Background: an optimization exercise with open tools, aiming at small area. Do not read the settings as production practice.
Where RTL was checked, it was by simulation tests only, not by an equivalence proof against the original.
The clock port is modelled as an ideal driver, which makes a skipped or thinned clock tree look cheaper than it is; a real chip needs a root buffer or a tree.
No activity file was given, so power comes from the tool's default toggle rates.

Design top, start of the top module:
module top (
    input clk,
    input rst,
    input [1:0] baud_fix,
    input [7:0] data_in,
    input sbtn,
    input rx_pin,
    input loopback_en,
    output tx,
    output [7:0] data_out
);
  wire clk_out1;
  wire clk_out2;
  wire rx_int = loopback_en ? tx : rx_pin;
  tx inst1 (.clk(clk), .rst(rst), .clk_out1(clk_out1), .data_in(data_in),
            .sbtn(sbtn), .tx(tx));
  rx inst2 (.clk(clk), .rst(rst), .clk_out2(clk_out2), .rx(rx_int),
            .data_out(data_out));
  baud inst3 (.clk(clk), .rst(rst), .baud_fix(baud_fix),
              .clk_out1(clk_out1), .clk_out2(clk_out2));
endmodule
Size in the first run: roughly 190 cells after synthesis, roughly 60 flip-flops, about 24 I/O pins, about 2100 um2 of cells after synthesis.
Settings: LEC_CHECK=0, CAP_MARGIN=0, CORE_MARGIN=2, CORE_UTILIZATION=65, SLEW_MARGIN=0; clock period 10.0 ns.
standard.sh (not shown) runs the stock make flow with config.mk's settings and CLKGATE_MAP_FILE= SYNTH_SCRIPT=/design/flow/synth_recipe.tcl, a recipe that flattens the netlist after the stock synthesis.
==> flow/flow/run.sh <==
#!/bin/bash
# Own layout flow: the standard ORFS flow (standard.sh) with
#  - synthesis: the standard flow's script, but abc maps with an area-oriented script,
#  - port buffers: sky130_fd_sc_hd__buf_1,
#  - clock: a few hand-placed clock buffers instead of TritonCTS's tree.
# make's full output goes to flow_make.log here; each ORFS step also keeps
# its own log under orfs/logs/.
set -euo pipefail
F="$(cd "$(dirname "$0")" && pwd)"
cd "$F/.."
bash standard.sh \
  SYNTH_SCRIPT="$F/synth.tcl" \
  BUFFER_PORTS_ARGS="-buffer_cell sky130_fd_sc_hd__buf_1" \
  PRE_CTS_TCL="$F/cts_pre.tcl" \
  MANUAL_CLKBUF_COUNT=2 MANUAL_CLKBUF_CELL=sky130_fd_sc_hd__clkbuf_16 \
  finish > flow_make.log 2>&1
==> flow/flow/abc_min_01.script <==
strash
&get -n
&deepsyn -T 60 -S 1
&put
dch -f
amap
topo
==> flow/flow/abc_min_02.script <==
strash
&get -n
&deepsyn -T 60 -S 2
&put
dch -f
amap
topo
==> flow/flow/abc_min_03.script <==
strash
&get -n
&deepsyn -T 60 -S 3
&put
dch -f
amap
topo
==> flow/flow/abc_min_04.script <==
strash
&get -n
&deepsyn -T 60 -S 4
&put
dch -f
amap
topo
==> flow/flow/abc_min_05.script <==
strash
&get -n
&deepsyn -T 60 -S 5
&put
dch -f
amap
topo
==> flow/flow/abc_min_06.script <==
strash
&get -n
&deepsyn -T 60 -S 6
&put
dch -f
amap
topo
==> flow/flow/abc_min_07.script <==
strash
&get -n
&deepsyn -T 60 -S 7
&put
dch -f
amap
topo
==> flow/flow/abc_min_08.script <==
strash
&get -n
&deepsyn -T 60 -S 8
&put
dch -f
amap
topo
==> flow/flow/abc_min_09.script <==
strash
&get -n
&deepsyn -T 60 -S 9
&put
dch -f
amap
topo
==> flow/flow/abc_min_10.script <==
strash
&get -n
&deepsyn -T 60 -S 10
&put
dch -f
amap
topo
==> flow/flow/abc_min_11.script <==
strash
&get -n
&deepsyn -T 60 -S 11
&put
dch -f
amap
topo
==> flow/flow/abc_min_12.script <==
strash
&get -n
&deepsyn -T 60 -S 12
&put
dch -f
amap
topo
Other scripts of this flow, unchanged in this note and not shown: flow/flow/clkbuf.tcl, flow/flow/cts_pre.tcl, flow/flow/synth.tcl
==> next run, changes <==
==> flow/flow/abc_min_1.script (new file) <==
strash
&get -n
&deepsyn -T 60 -S 1
&put
dch -f
amap
topo
==> flow/flow/abc_min_2.script (new file) <==
strash
&get -n
&deepsyn -T 60 -S 2
&put
dch -f
amap
topo
==> flow/flow/abc_min_3.script (new file) <==
strash
&get -n
&deepsyn -T 60 -S 3
&put
dch -f
amap
topo
==> flow/flow/abc_min_4.script (new file) <==
strash
&get -n
&deepsyn -T 60 -S 4
&put
dch -f
amap
topo
==> flow/flow/abc_min_5.script (new file) <==
strash
&get -n
&deepsyn -T 60 -S 5
&put
dch -f
amap
topo
==> flow/flow/abc_min_6.script (new file) <==
strash
&get -n
&deepsyn -T 60 -S 6
&put
dch -f
amap
topo
- CAP_MARGIN: 0 -> 20
- SLEW_MARGIN: 0 -> 20
removed: flow/flow/abc_min_01.script
removed: flow/flow/abc_min_02.script
removed: flow/flow/abc_min_03.script
removed: flow/flow/abc_min_04.script
removed: flow/flow/abc_min_05.script
removed: flow/flow/abc_min_06.script
removed: flow/flow/abc_min_07.script
removed: flow/flow/abc_min_08.script
removed: flow/flow/abc_min_09.script
removed: flow/flow/abc_min_10.script
removed: flow/flow/abc_min_11.script
removed: flow/flow/abc_min_12.script
What happened:
- routed wire length decreases by about 6%
- cell area increases by about 0.7%
- worst hold slack is worse by 0.0060 ns
- utilization increases by 0.53 points
- power hardly moves
- die area increases by 0.51%
- sequential share of layout area decreases by 0.43 points
- clock skew decreases by 0.0071 ns
- setup slack is worse by 0.11 ns
==> next run, changes <==
==> flow/flow/abc_min_01.script (new file) <==
strash
&get -n
&deepsyn -T 60 -S 1
&put
dch -f
amap
topo
==> flow/flow/abc_min_02.script (new file) <==
strash
&get -n
&deepsyn -T 60 -S 2
&put
dch -f
amap
topo
==> flow/flow/abc_min_03.script (new file) <==
strash
&get -n
&deepsyn -T 60 -S 3
&put
dch -f
amap
topo
==> flow/flow/abc_min_04.script (new file) <==
strash
&get -n
&deepsyn -T 60 -S 4
&put
dch -f
amap
topo
==> flow/flow/abc_min_05.script (new file) <==
strash
&get -n
&deepsyn -T 60 -S 5
&put
dch -f
amap
topo
==> flow/flow/abc_min_06.script (new file) <==
strash
&get -n
&deepsyn -T 60 -S 6
&put
dch -f
amap
topo
==> flow/flow/abc_min_07.script (new file) <==
strash
&get -n
&deepsyn -T 60 -S 7
&put
dch -f
amap
topo
==> flow/flow/abc_min_08.script (new file) <==
strash
&get -n
&deepsyn -T 60 -S 8
&put
dch -f
amap
topo
==> flow/flow/abc_min_09.script (new file) <==
strash
&get -n
&deepsyn -T 60 -S 9
&put
dch -f
amap
topo
==> flow/flow/abc_min_10.script (new file) <==
strash
&get -n
&deepsyn -T 60 -S 10
&put
dch -f
amap
topo
==> flow/flow/abc_min_11.script (new file) <==
strash
&get -n
&deepsyn -T 60 -S 11
&put
dch -f
amap
topo
==> flow/flow/abc_min_12.script (new file) <==
strash
&get -n
&deepsyn -T 60 -S 12
&put
dch -f
amap
topo
- GPL_TIMING_DRIVEN: default -> 0
removed: flow/flow/abc_min_1.script
removed: flow/flow/abc_min_2.script
removed: flow/flow/abc_min_3.script
removed: flow/flow/abc_min_4.script
removed: flow/flow/abc_min_5.script
removed: flow/flow/abc_min_6.script
After rerunning: Wire length grows by 0.30%. Hold slack is about the same. Setup slack loses 0.33 ns. Core utilization shrinks by 0.61 points. Clock skew grows by 0.0074 ns.
==> next run, changes <==
- GPL_TIMING_DRIVEN: 0 -> default
Effect: The new run completed with no timing, DRC or antenna violations. Sequential power hardly moves. Cell area is about the same. Via count went up by 4.2%. Clock power falls by 2.9%. Fmax is higher by 10%. First-iteration DRC count falls by 1.7%. Setup slack improved by 0.44 ns. Utilization stays flat.
No run of this note takes its clock network from TritonCTS; it comes from the design's own scripts or RTL.

Another version of the RTL of top (not shown whole).
For scale: ~260 cells after synthesis, about 24 I/O pins, about 0.0026 mm² of cells after synthesis.
export LEC_CHECK = 0
export ABC_AREA = 1
export CAP_MARGIN = 20
export CORE_MARGIN = 2
export CORE_UTILIZATION = 40
export SLEW_MARGIN = 20
create_clock -name core_clock -period 10.0 [get_ports {clk}]
==> flow/flow/run.sh <==
#!/bin/bash
# Own layout flow: the standard ORFS flow (standard.sh) with
#  - synthesis: the standard flow's script, but abc maps with an area-oriented script,
#  - port buffers: sky130_fd_sc_hd__buf_1,
#  - clock: a few hand-placed clock buffers instead of TritonCTS's tree.
# make's full output goes to flow_make.log here; each ORFS step also keeps
# its own log under orfs/logs/.
set -euo pipefail
F="$(cd "$(dirname "$0")" && pwd)"
cd "$F/.."
bash standard.sh \
  SYNTH_SCRIPT="$F/synth.tcl" \
  BUFFER_PORTS_ARGS="-buffer_cell sky130_fd_sc_hd__buf_1" \
  PRE_CTS_TCL="$F/cts_pre.tcl" \
  MANUAL_CLKBUF_COUNT=4 MANUAL_CLKBUF_CELL=sky130_fd_sc_hd__clkbuf_8 \
  finish > flow_make.log 2>&1
==> flow/flow/cts_pre.tcl <==
# Clock tree: instead of TritonCTS's H-tree, the clock port drives a few
# buffers, each feeding one cluster of registers (see clkbuf.tcl).
source [file join [file dirname [info script]] clkbuf.tcl]
my_manual_clock_buffers $::env(MANUAL_CLKBUF_COUNT) $::env(MANUAL_CLKBUF_CELL)
rename clock_tree_synthesis ""
proc clock_tree_synthesis {args} { puts "clock_tree_synthesis skipped: clock buffers placed by hand" }
Other scripts of this flow, unchanged in this note and not shown: flow/flow/abc_min.script, flow/flow/clkbuf.tcl, flow/flow/synth.tcl
Rerun with:
--- a/flow/flow/run.sh
+++ b/flow/flow/run.sh
@@ -13,4 +13,4 @@
   BUFFER_PORTS_ARGS="-buffer_cell sky130_fd_sc_hd__buf_1" \
   PRE_CTS_TCL="$F/cts_pre.tcl" \
-  MANUAL_CLKBUF_COUNT=4 MANUAL_CLKBUF_CELL=sky130_fd_sc_hd__clkbuf_8 \
+  MANUAL_CLKBUF_COUNT=3 MANUAL_CLKBUF_CELL=sky130_fd_sc_hd__clkbuf_16 \
   finish > flow_make.log 2>&1
Routed wire length stays flat.
Worst hold slack gets worse by 0.0089 ns.
Final area went up slightly.
Register-to-register slack gets better by 0.02 ns.
Final cell count hardly moves.
Critical path depth does not change.
Flip-flop and latch count stays the same.
No run of this note takes its clock network from TritonCTS; it comes from the design's own scripts or RTL.

## before
Another version of the RTL of top (not shown whole).
Size in the first run: ~230 cells after synthesis, ~24 I/O pins, about 0.0024 mm² of cells after synthesis.
==> flow/config.mk <==
export PLATFORM = sky130hd
export DESIGN_NAME = top
export DESIGN_NICKNAME = top
export VERILOG_FILES = /design/flow/design.v
export SDC_FILE = /design/flow/constraint.sdc
export NUM_CORES = 4
export LEC_CHECK = 0
export CAP_MARGIN = 20
export CORE_MARGIN = 2
export CORE_UTILIZATION = 40
export SLEW_MARGIN = 20
==> flow/constraint.sdc <==
create_clock -name core_clock -period 10.0 [get_ports {clk}]
set_input_delay 2.0000 -clock core_clock [delete_from_list [all_inputs] [get_ports {clk}]]
set_output_delay 2.0000 -clock core_clock [all_outputs]
set_load 0.01 [all_outputs]
==> flow/flow/run.sh <==
#!/bin/bash
# Own layout flow: the standard ORFS flow (standard.sh) with
#  - synthesis: the standard flow's script, but abc maps with an area-oriented script,
#  - port buffers: sky130_fd_sc_hd__buf_1,
#  - clock: a few hand-placed clock buffers instead of TritonCTS's tree.
# make's full output goes to flow_make.log here; each ORFS step also keeps
# its own log under orfs/logs/.
set -euo pipefail
F="$(cd "$(dirname "$0")" && pwd)"
cd "$F/.."
bash standard.sh \
  SYNTH_SCRIPT="$F/synth.tcl" \
  BUFFER_PORTS_ARGS="-buffer_cell sky130_fd_sc_hd__buf_1" \
  PRE_CTS_TCL="$F/cts_pre.tcl" \
  MANUAL_CLKBUF_COUNT=4 MANUAL_CLKBUF_CELL=sky130_fd_sc_hd__clkbuf_8 \
  finish > flow_make.log 2>&1
Scripts as last shown in full above: flow/flow/cts_pre.tcl
Other scripts of this flow, unchanged in this note and not shown: flow/flow/abc_min.script, flow/flow/clkbuf.tcl, flow/flow/synth.tcl
before was carried through to the last stage, and its layout satisfied the timing, design-rule and antenna checks.
diff inputs: before => after
Settings: a change of CORE_UTILIZATION from 40 to 65.
## What came out
Fraction of power consumed by the clock network is lower on after
The higher sequential share of layout area of after and before is in after.
after vs before: overall power down in after
Number of DRC markers after the initial detailed-route iteration for after is higher than for before.
Compared with before, after shows a global-route usage that is 8.1 points higher.
Die area in after vs before: down about 37%
Via count of the first global-routing pass went up by a little under 10% going from before to after.
Function was not checked in any run of this note: the RTL went through the layout flow alone. In every run of this note, the design's own scripts or RTL, not TritonCTS, make the clock network.

==> what the ideal ports hide <==
The results above use ideal ports. As a check the final layouts listed here were re-extracted and re-timed, cells and wires unchanged.
Step 1 (the two cells are an assumption about what drives the block):
set clk [get_ports {clk}]
set_driving_cell -lib_cell sky130_fd_sc_hd__clkbuf_16 $clk
set_driving_cell -lib_cell sky130_fd_sc_hd__buf_2 [delete_from_list [all_inputs] $clk]
Step 2 moves the port delays by t, midway between the first and last clock arrival at a register: inputs arrive t later, outputs are due t later. That takes back most of the time a late clock gives input paths.
Three values: ideal, step 1, step 2; two values: the first two.
run	t, ns	slack for setup (ns)	worst hold slack (ns)	worst register clock-pin slew, ns
the first run of note 1	0.207	5.778 / 5.796 / 5.589	0.384 / 0.384 / 0.384	0.11 / 0.11
the second run of note 1	0.206	5.666 / 5.686 / 5.480	0.378 / 0.378 / 0.378	0.11 / 0.11
the third run of note 1	0.209	5.337 / 5.358 / 5.149	0.378 / 0.378 / 0.378	0.11 / 0.11
the fourth run of note 1	0.207	5.778 / 5.796 / 5.589	0.384 / 0.384 / 0.384	0.11 / 0.11
the first run of note 2	0.218	6.143 / 6.180 / 5.963	0.463 / 0.463 / 0.463	0.12 / 0.12
the second run of note 2	0.210	6.161 / 6.201 / 5.990	0.454 / 0.454 / 0.454	0.09 / 0.09
before	0.207	5.429 / 5.462 / 5.256	0.434 / 0.434 / 0.434	0.10 / 0.10
after	0.196	5.388 / 5.413 / 5.218	0.434 / 0.434 / 0.434	0.09 / 0.09
After both steps setup and hold are still met in every run listed.
